Source: an optimization exercise on an open RTL-to-GDS flow (aim: small area and a short achievable clock period). Production flows keep margins and buffers that such runs may drop. At most, simulation tests tie the RTL to the original design; equivalence was not proved. Power and IR drop assume default switching activity.

==> juniper: inputs <==
==> flow/design.v <==
`timescale 1ns/10ps
module CS(Y, X, reset, clk);
input clk, reset;
input [7:0] X;
output [9:0] Y;
reg [7:0] w [1:9];      
reg [7:0] M;            
reg [3:0] R;            
reg [35:0] g;           
function integer idx;   
    input integer i, j;
    idx = (i - 1) * 9 - (i * (i - 1)) / 2 + (j - i) - 1;
endfunction
function [8:0] divmod9;
    input [7:0] v;
    reg [4:0] q;
    reg [7:0] r;
    begin
        q = v / 9;
        r = v - q * 9;
        divmod9 = {q, r[3:0]};
    end
endfunction
wire [4:0] qx, q9;
wire [3:0] rx, r9;
assign {qx, rx} = divmod9(X);
assign {q9, r9} = divmod9(w[9]);
wire signed [5:0] t = $signed({2'b0, R}) + $signed({2'b0, rx}) - $signed({2'b0, r9});
wire t_neg = t[5];
wire t_big = !t[5] && (t >= 6'sd9);
wire [3:0] R_nxt = t_neg ? t[3:0] + 4'd9 : t_big ? t[3:0] - 4'd9 : t[3:0];
wire [7:0] M_nxt = M - {3'd0, q9} + {3'd0, qx} + {{7{t_neg}}, t_neg | t_big};
reg [35:0] G;           
reg [8:0] q, sel;
reg [7:0] A;
integer i, j;
always @* begin
    G = g;
    for (j = 2; j <= 9; j = j + 1) G[idx(1, j)] = (w[1] >= w[j]);
    for (i = 1; i <= 9; i = i + 1) q[i-1] = (w[i] <= M);
    for (i = 1; i <= 9; i = i + 1) begin
        sel[i-1] = q[i-1];
        for (j = 1; j <= 9; j = j + 1)
            if (j < i) sel[i-1] = sel[i-1] & (~q[j-1] | ~G[idx(j, i)]);
            else if (j > i) sel[i-1] = sel[i-1] & (~q[j-1] | G[idx(i, j)]);
    end
    A = 8'd0;
    for (i = 1; i <= 9; i = i + 1) A = A | (w[i] & {8{sel[i-1]}});
end
wire [11:0] S = {M, 3'd0} + {4'd0, M} + {8'd0, R};
wire [12:0] YS = {1'b0, S} + {2'b0, A, 3'd0} + {5'd0, A};
assign Y = YS[12:3];
always @(posedge clk) begin
    if (reset) begin
        M <= 8'd0;
        R <= 4'd0;
        for (i = 1; i <= 9; i = i + 1) w[i] <= 8'd0;
    end else begin
        M <= M_nxt;
        R <= R_nxt;
        w[1] <= X;
        for (i = 2; i <= 9; i = i + 1) w[i] <= w[i-1];
    end
    for (i = 1; i <= 7; i = i + 1)
        for (j = i + 1; j <= 8; j = j + 1)
            g[idx(i + 1, j + 1)] <= G[idx(i, j)];
end
endmodule
==> flow/flow/run.sh <==
#!/bin/bash
# Own layout flow: the standard ORFS flow (standard.sh), with
#  - synthesis mapped by an area-oriented ABC script (flow/abc.script) and
#    without extracting full/half-adder cells,
#  - a setup margin so that repair_timing aims below the clock period.
# Each step's full output goes to its own log file in this folder.
set -uo pipefail
SYNTH_VARS="ABC_AREA=1 ADDER_MAP_FILE= ABC_CLOCK_PERIOD_IN_PS=5000"
LAYOUT_VARS="SETUP_SLACK_MARGIN=6"
rm -rf myscripts
cp -r "$FLOW_HOME/scripts" myscripts
cp flow/abc.script myscripts/abc_area.script
bash standard.sh SCRIPTS_DIR="$PWD/myscripts" $SYNTH_VARS synth > synth.log 2>&1 || exit 1
bash standard.sh $LAYOUT_VARS finish > layout.log 2>&1 || exit 1
==> flow/flow/abc.script <==
strash
dch
map -a
topo
stime -c
buffer -c
upsize -c
dnsize -c
==> flow/standard.sh <==
#!/bin/bash
# synth_recipe.tcl (not shown) runs the flow's synth.tcl, then flattens the netlist and writes it again
# the make line also repeats each setting of config.mk as NAME=value (left out here)
make -C /OpenROAD-flow-scripts/flow DESIGN_CONFIG=/design/flow/config.mk WORK_HOME=/design/flow/orfs CLKGATE_MAP_FILE= SYNTH_SCRIPT=/design/flow/synth_recipe.tcl "${@:-finish}"
==> flow/config.mk <==
export PLATFORM = sky130hd
export DESIGN_NAME = CS
export DESIGN_NICKNAME = CS
export VERILOG_FILES = /design/flow/design.v
export SDC_FILE = /design/flow/constraint.sdc
export NUM_CORES = 4
export LEC_CHECK = 0
export CAP_MARGIN = 20
export CORE_MARGIN = 2
export CORE_UTILIZATION = 40
export SLEW_MARGIN = 20
==> flow/constraint.sdc <==
create_clock -name core_clock -period 16.0 [get_ports {clk}]
set_input_delay 3.2000 -clock core_clock [delete_from_list [all_inputs] [get_ports {clk}]]
set_output_delay 3.2000 -clock core_clock [all_outputs]
set_load 0.01 [all_outputs]
==> lagoon: changes against juniper <==
==> flow/design.v, changed modules only <==
module CS(Y, X, reset, clk);
input clk, reset;
input [7:0] X;
output [9:0] Y;
reg [7:0] w [1:9];      
reg [9:1] v;            
reg [7:0] M;            
reg [3:0] R;            
reg [9:1] sel;          
reg [35:0] g;           
function integer idx;   
    input integer i, j;
    idx = (i - 1) * 9 - (i * (i - 1)) / 2 + (j - i) - 1;
endfunction
function [4:0] mod9t;
    input [7:0] v;
    mod9t = {3'b0, v[7:6]} + {2'b0, v[2:0]} + {2'b0, ~v[5:3]};
endfunction
function [4:0] mod9p;
    input [7:0] v;
    mod9p = {v[7:6], 3'b0} - {3'b0, v[7:6]} + {2'b0, v[5:3]};
endfunction
wire [7:0] x9 = v[9] ? w[9] : 8'd0;
wire [4:0] t9 = mod9t(x9);
wire [4:0] p9 = mod9p(x9);
wire t9_lo = t9 < 5'd7;                       
wire t9_hi = t9 > 5'd15;                      
wire [4:0] r9 = t9_lo ? t9 + 5'd2 : t9_hi ? t9 - 5'd16 : t9 - 5'd7;    
wire [7:0] B = M - {3'd0, p9} - {7'd0, t9_hi} + {7'd0, t9_lo} - 8'd2;  
wire [3:0] E = 4'd8 - r9[3:0];
wire [4:0] tx = mod9t(X);
wire [4:0] px = mod9p(X);
wire [5:0] z = {2'b0, R} + {2'b0, E} + {1'b0, tx};
wire [2:0] kp = (z < 6'd6) ? 3'd0 : (z < 6'd15) ? 3'd1 : (z < 6'd24) ? 3'd2 :
                (z < 6'd33) ? 3'd3 : 3'd4;
wire [5:0] Rz = z + 6'd3 - {kp, 3'b0} - {3'b0, kp};
wire [7:0] M_nxt = B + {3'd0, px} + {5'd0, kp};
wire [3:0] R_nxt = Rz[3:0];
wire [9:1] v_nxt = reset ? 9'd0 : {v[8:1], 1'b1};
wire [7:0] M_new = reset ? 8'd0 : M_nxt;
wire [7:0] wn [1:9];    
assign wn[1] = X;
genvar gi;
generate
    for (gi = 2; gi <= 9; gi = gi + 1) begin : shift
        assign wn[gi] = w[gi-1];
    end
endgenerate
wire [9:1] q_nxt;       
wire [35:0] g_nxt;      
wire [9:1] sel_nxt;
genvar gj;
generate
    for (gi = 1; gi <= 9; gi = gi + 1) begin : qual
        assign q_nxt[gi] = v_nxt[gi] & (wn[gi] <= M_new);
    end
    for (gj = 2; gj <= 9; gj = gj + 1) begin : order_new
        assign g_nxt[idx(1, gj)] = (X >= w[gj-1]);
    end
    for (gi = 1; gi <= 7; gi = gi + 1) begin : order_old
        for (gj = gi + 1; gj <= 8; gj = gj + 1) begin : pair
            assign g_nxt[idx(gi + 1, gj + 1)] = g[idx(gi, gj)];
        end
    end
    for (gi = 1; gi <= 9; gi = gi + 1) begin : pick
        wire [9:1] ok;
        for (gj = 1; gj <= 9; gj = gj + 1) begin : other
            if (gj < gi) begin : older
                assign ok[gj] = ~q_nxt[gj] | ~g_nxt[idx(gj, gi)];
            end else if (gj > gi) begin : newer
                assign ok[gj] = ~q_nxt[gj] | g_nxt[idx(gi, gj)];
            end else begin : self
                assign ok[gj] = q_nxt[gj];
            end
        end
        assign sel_nxt[gi] = &ok;
    end
endgenerate
integer k2;
always @(posedge clk) begin
    if (reset) begin
        M <= 8'd0;
        R <= 4'd0;
    end else begin
        M <= M_nxt;
        R <= R_nxt;
    end
    v <= v_nxt;
    sel <= sel_nxt;
    g <= g_nxt;
    for (k2 = 1; k2 <= 9; k2 = k2 + 1) w[k2] <= wn[k2];
end
reg [7:0] A;
integer m;
always @* begin
    A = 8'd0;
    for (m = 1; m <= 9; m = m + 1) A = A | (w[m] & {8{sel[m]}});
end
wire [8:0] U = {1'b0, M} + {1'b0, A};
wire [9:0] T = {1'b0, U} + {6'd0, R};
assign Y = {1'b0, U} + {3'd0, T[9:3]};
endmodule
--- a/flow/flow/run.sh
+++ b/flow/flow/run.sh
@@ -7,4 +7,4 @@
 set -uo pipefail
-SYNTH_VARS="ABC_AREA=1 ADDER_MAP_FILE= ABC_CLOCK_PERIOD_IN_PS=5000"
-LAYOUT_VARS="SETUP_SLACK_MARGIN=6"
+SYNTH_VARS="ABC_AREA=1 ADDER_MAP_FILE= ABC_CLOCK_PERIOD_IN_PS=5000 SYNTH_OPERATIONS_ARGS=-noabc"
+LAYOUT_VARS=(SETUP_SLACK_MARGIN=7.5 "BUFFER_PORTS_ARGS=-buffer_cell sky130_fd_sc_hd__buf_2" "CTS_ARGS=-sink_clustering_enable -repair_clock_nets -dont_use_dummy_load -sink_clustering_size 30 -sink_clustering_max_diameter 100")
 rm -rf myscripts
@@ -13,2 +13,2 @@
 bash standard.sh SCRIPTS_DIR="$PWD/myscripts" $SYNTH_VARS synth > synth.log 2>&1 || exit 1
-bash standard.sh $LAYOUT_VARS finish > layout.log 2>&1 || exit 1
+bash standard.sh "${LAYOUT_VARS[@]}" finish > layout.log 2>&1 || exit 1
==> flow/flow/abc.script (replaced) <==
strash
dc2
dch -f
map -a
topo
stime -c
buffer -c
upsize -c
dnsize -c
==> nickel: changes against juniper <==
==> flow/design.v, changed modules only <==
module CS(Y, X, reset, clk);
input clk, reset;
input [7:0] X;
output [9:0] Y;
reg [7:0] w [1:9];      
reg [9:1] v;            
reg [11:0] S;           
reg [9:1] sel;          
reg [35:0] g;           
function integer idx;   
    input integer i, j;
    idx = (i - 1) * 9 - (i * (i - 1)) / 2 + (j - i) - 1;
endfunction
wire [7:0] x9 = v[9] ? w[9] : 8'd0;
wire [11:0] P = S - {4'd0, x9};               
wire [11:0] S_nxt = P + {4'd0, X};
wire [9:1] v_nxt = reset ? 9'd0 : {v[8:1], 1'b1};
wire [7:0] wn [1:9];    
assign wn[1] = X;
genvar gi, gj;
generate
    for (gi = 2; gi <= 9; gi = gi + 1) begin : shift
        assign wn[gi] = w[gi-1];
    end
endgenerate
wire [9:1] q_nxt;       
wire [35:0] g_nxt;      
wire [9:1] sel_nxt;
generate
    assign q_nxt[1] = v_nxt[1] & ({1'b0, X, 3'd0} <= {1'b0, P});
    for (gi = 2; gi <= 9; gi = gi + 1) begin : qual
        wire [11:0] w9x = {1'b0, wn[gi], 3'd0} + {4'd0, wn[gi]};
        assign q_nxt[gi] = v_nxt[gi] & (w9x <= S_nxt);
    end
    for (gj = 2; gj <= 9; gj = gj + 1) begin : order_new
        assign g_nxt[idx(1, gj)] = (X >= w[gj-1]);
    end
    for (gi = 1; gi <= 7; gi = gi + 1) begin : order_old
        for (gj = gi + 1; gj <= 8; gj = gj + 1) begin : pair
            assign g_nxt[idx(gi + 1, gj + 1)] = g[idx(gi, gj)];
        end
    end
    for (gi = 1; gi <= 9; gi = gi + 1) begin : pick
        wire [9:1] ok;
        for (gj = 1; gj <= 9; gj = gj + 1) begin : other
            if (gj < gi) begin : older
                assign ok[gj] = ~q_nxt[gj] | ~g_nxt[idx(gj, gi)];
            end else if (gj > gi) begin : newer
                assign ok[gj] = ~q_nxt[gj] | g_nxt[idx(gi, gj)];
            end else begin : self
                assign ok[gj] = q_nxt[gj];
            end
        end
        assign sel_nxt[gi] = &ok;
    end
endgenerate
integer k2;
always @(posedge clk) begin
    if (reset) S <= 12'd0;
    else S <= S_nxt;
    v <= v_nxt;
    sel <= sel_nxt;
    g <= g_nxt;
    for (k2 = 1; k2 <= 9; k2 = k2 + 1) w[k2] <= wn[k2];
end
reg [7:0] A;
integer m;
always @* begin
    A = 8'd0;
    for (m = 1; m <= 9; m = m + 1) A = A | (w[m] & {8{sel[m]}});
end
wire [12:0] YS = {1'b0, S} + {2'b0, A, 3'd0} + {5'd0, A};
assign Y = YS[12:3];
endmodule
--- a/flow/flow/run.sh
+++ b/flow/flow/run.sh
@@ -8,3 +8,3 @@
 SYNTH_VARS="ABC_AREA=1 ADDER_MAP_FILE= ABC_CLOCK_PERIOD_IN_PS=5000"
-LAYOUT_VARS="SETUP_SLACK_MARGIN=6"
+LAYOUT_VARS=(SETUP_SLACK_MARGIN=8.5 "BUFFER_PORTS_ARGS=-buffer_cell sky130_fd_sc_hd__buf_2" "CTS_ARGS=-sink_clustering_enable -repair_clock_nets -dont_use_dummy_load -sink_clustering_size 30 -sink_clustering_max_diameter 100 -buf_list sky130_fd_sc_hd__clkbuf_8 -root_buf sky130_fd_sc_hd__clkbuf_16")
 rm -rf myscripts
@@ -13,2 +13,2 @@
 bash standard.sh SCRIPTS_DIR="$PWD/myscripts" $SYNTH_VARS synth > synth.log 2>&1 || exit 1
-bash standard.sh $LAYOUT_VARS finish > layout.log 2>&1 || exit 1
+bash standard.sh "${LAYOUT_VARS[@]}" finish > layout.log 2>&1 || exit 1
==> flow/flow/abc.script (replaced) <==
strash
dc2
dch -f
map -a
topo
==> results.txt <==
| item | juniper | nickel | lagoon |
|---|---|---|---|
| Post-route cell area | 9880 um2 | 8920 um2 | 8440 um2 |
| Layout cell share with drive strength beyond 1 | 16.9% | 9.89% | 17.5% |
| Lkg Pwr | 4.28 nW | 3.52 nW | 3.69 nW |
| Number of multi-input combinational cells in the layout | 958 | 870 | 687 |
| Number of non-clock inverters | 197 | 173 | 128 |
| Worst r2r path cells | 60 | 33 | 59 |
| Transition time of the tightest slew-check pin | 0.944 ns | 1.09 ns | 0.916 ns |
| Buffering overhead | 6.23% | 3.23% | 3.97% |
| Maximum number of pins on one net before global-route repair | 85 | 22 | 22 |
| Number of nets produced by synthesis | 1,316 | 1,182 | 982 |
| Outcome | timing/DRC/antenna clean | timing/DRC/antenna clean | timing/DRC/antenna clean |
| Post-DR vias/cell | 5.64 | 5.71 | 5.47 |
| Power attributed to sequential cells | 0.356 mW | 0.401 mW | 0.399 mW |
| TritonRoute pass-1 iters | 6 | 7 | 5 |
| Post-Synthesis Cells | 1,306 | 1,172 | 972 |
| Global router's overall resource usage | 24.8% | 26.5% | 20.8% |
| Post-synthesis average cell area | 6.30 um2 | 6.72 um2 | 7.50 um2 |
| Metal-1 WL | 12,300 um | 11,700 um | 9560 um |
| Max IR drop VDD | 0.143 mV | 0.0858 mV | 0.228 mV |
| Cell area power density | 215 nW/um2 | 196 nW/um2 | 236 nW/um2 |
The RTL of juniper was laid out without a check of its function.

port drivers added, routing unchanged:
The results above use ideal ports. As a check the final layouts listed here were re-extracted and re-timed, cells and wires unchanged. Step 1, drivers: a clkbuf_16 drives clk and a buf_2 each remaining input, both assumed. Step 2 also shifts input and output timing later by t, the mid clock arrival at the registers, as if the neighbouring blocks saw the same clock. Three values: ideal ports, drivers, drivers and shift; two values: the first two.
run | t (ns) | setup slack, ns | latest minus earliest clock arrival (ns) | slew at the worst register clock pin (ns)
juniper | 0.413 | 6.230 / 6.185 / 6.161 | 0.020 / 0.019 | 0.09 / 0.09
lagoon | 0.454 | 7.646 / 7.624 / 7.170 | 0.015 / 0.016 | 0.06 / 0.06
nickel | 0.413 | 8.815 / 8.796 / 8.424 | 0.030 / 0.030 | 0.09 / 0.09
After both steps every run listed still meets setup and hold. The setup slack of lagoon, which loses most, moves by -0.022 ns with the drivers and by -0.476 ns with both steps.
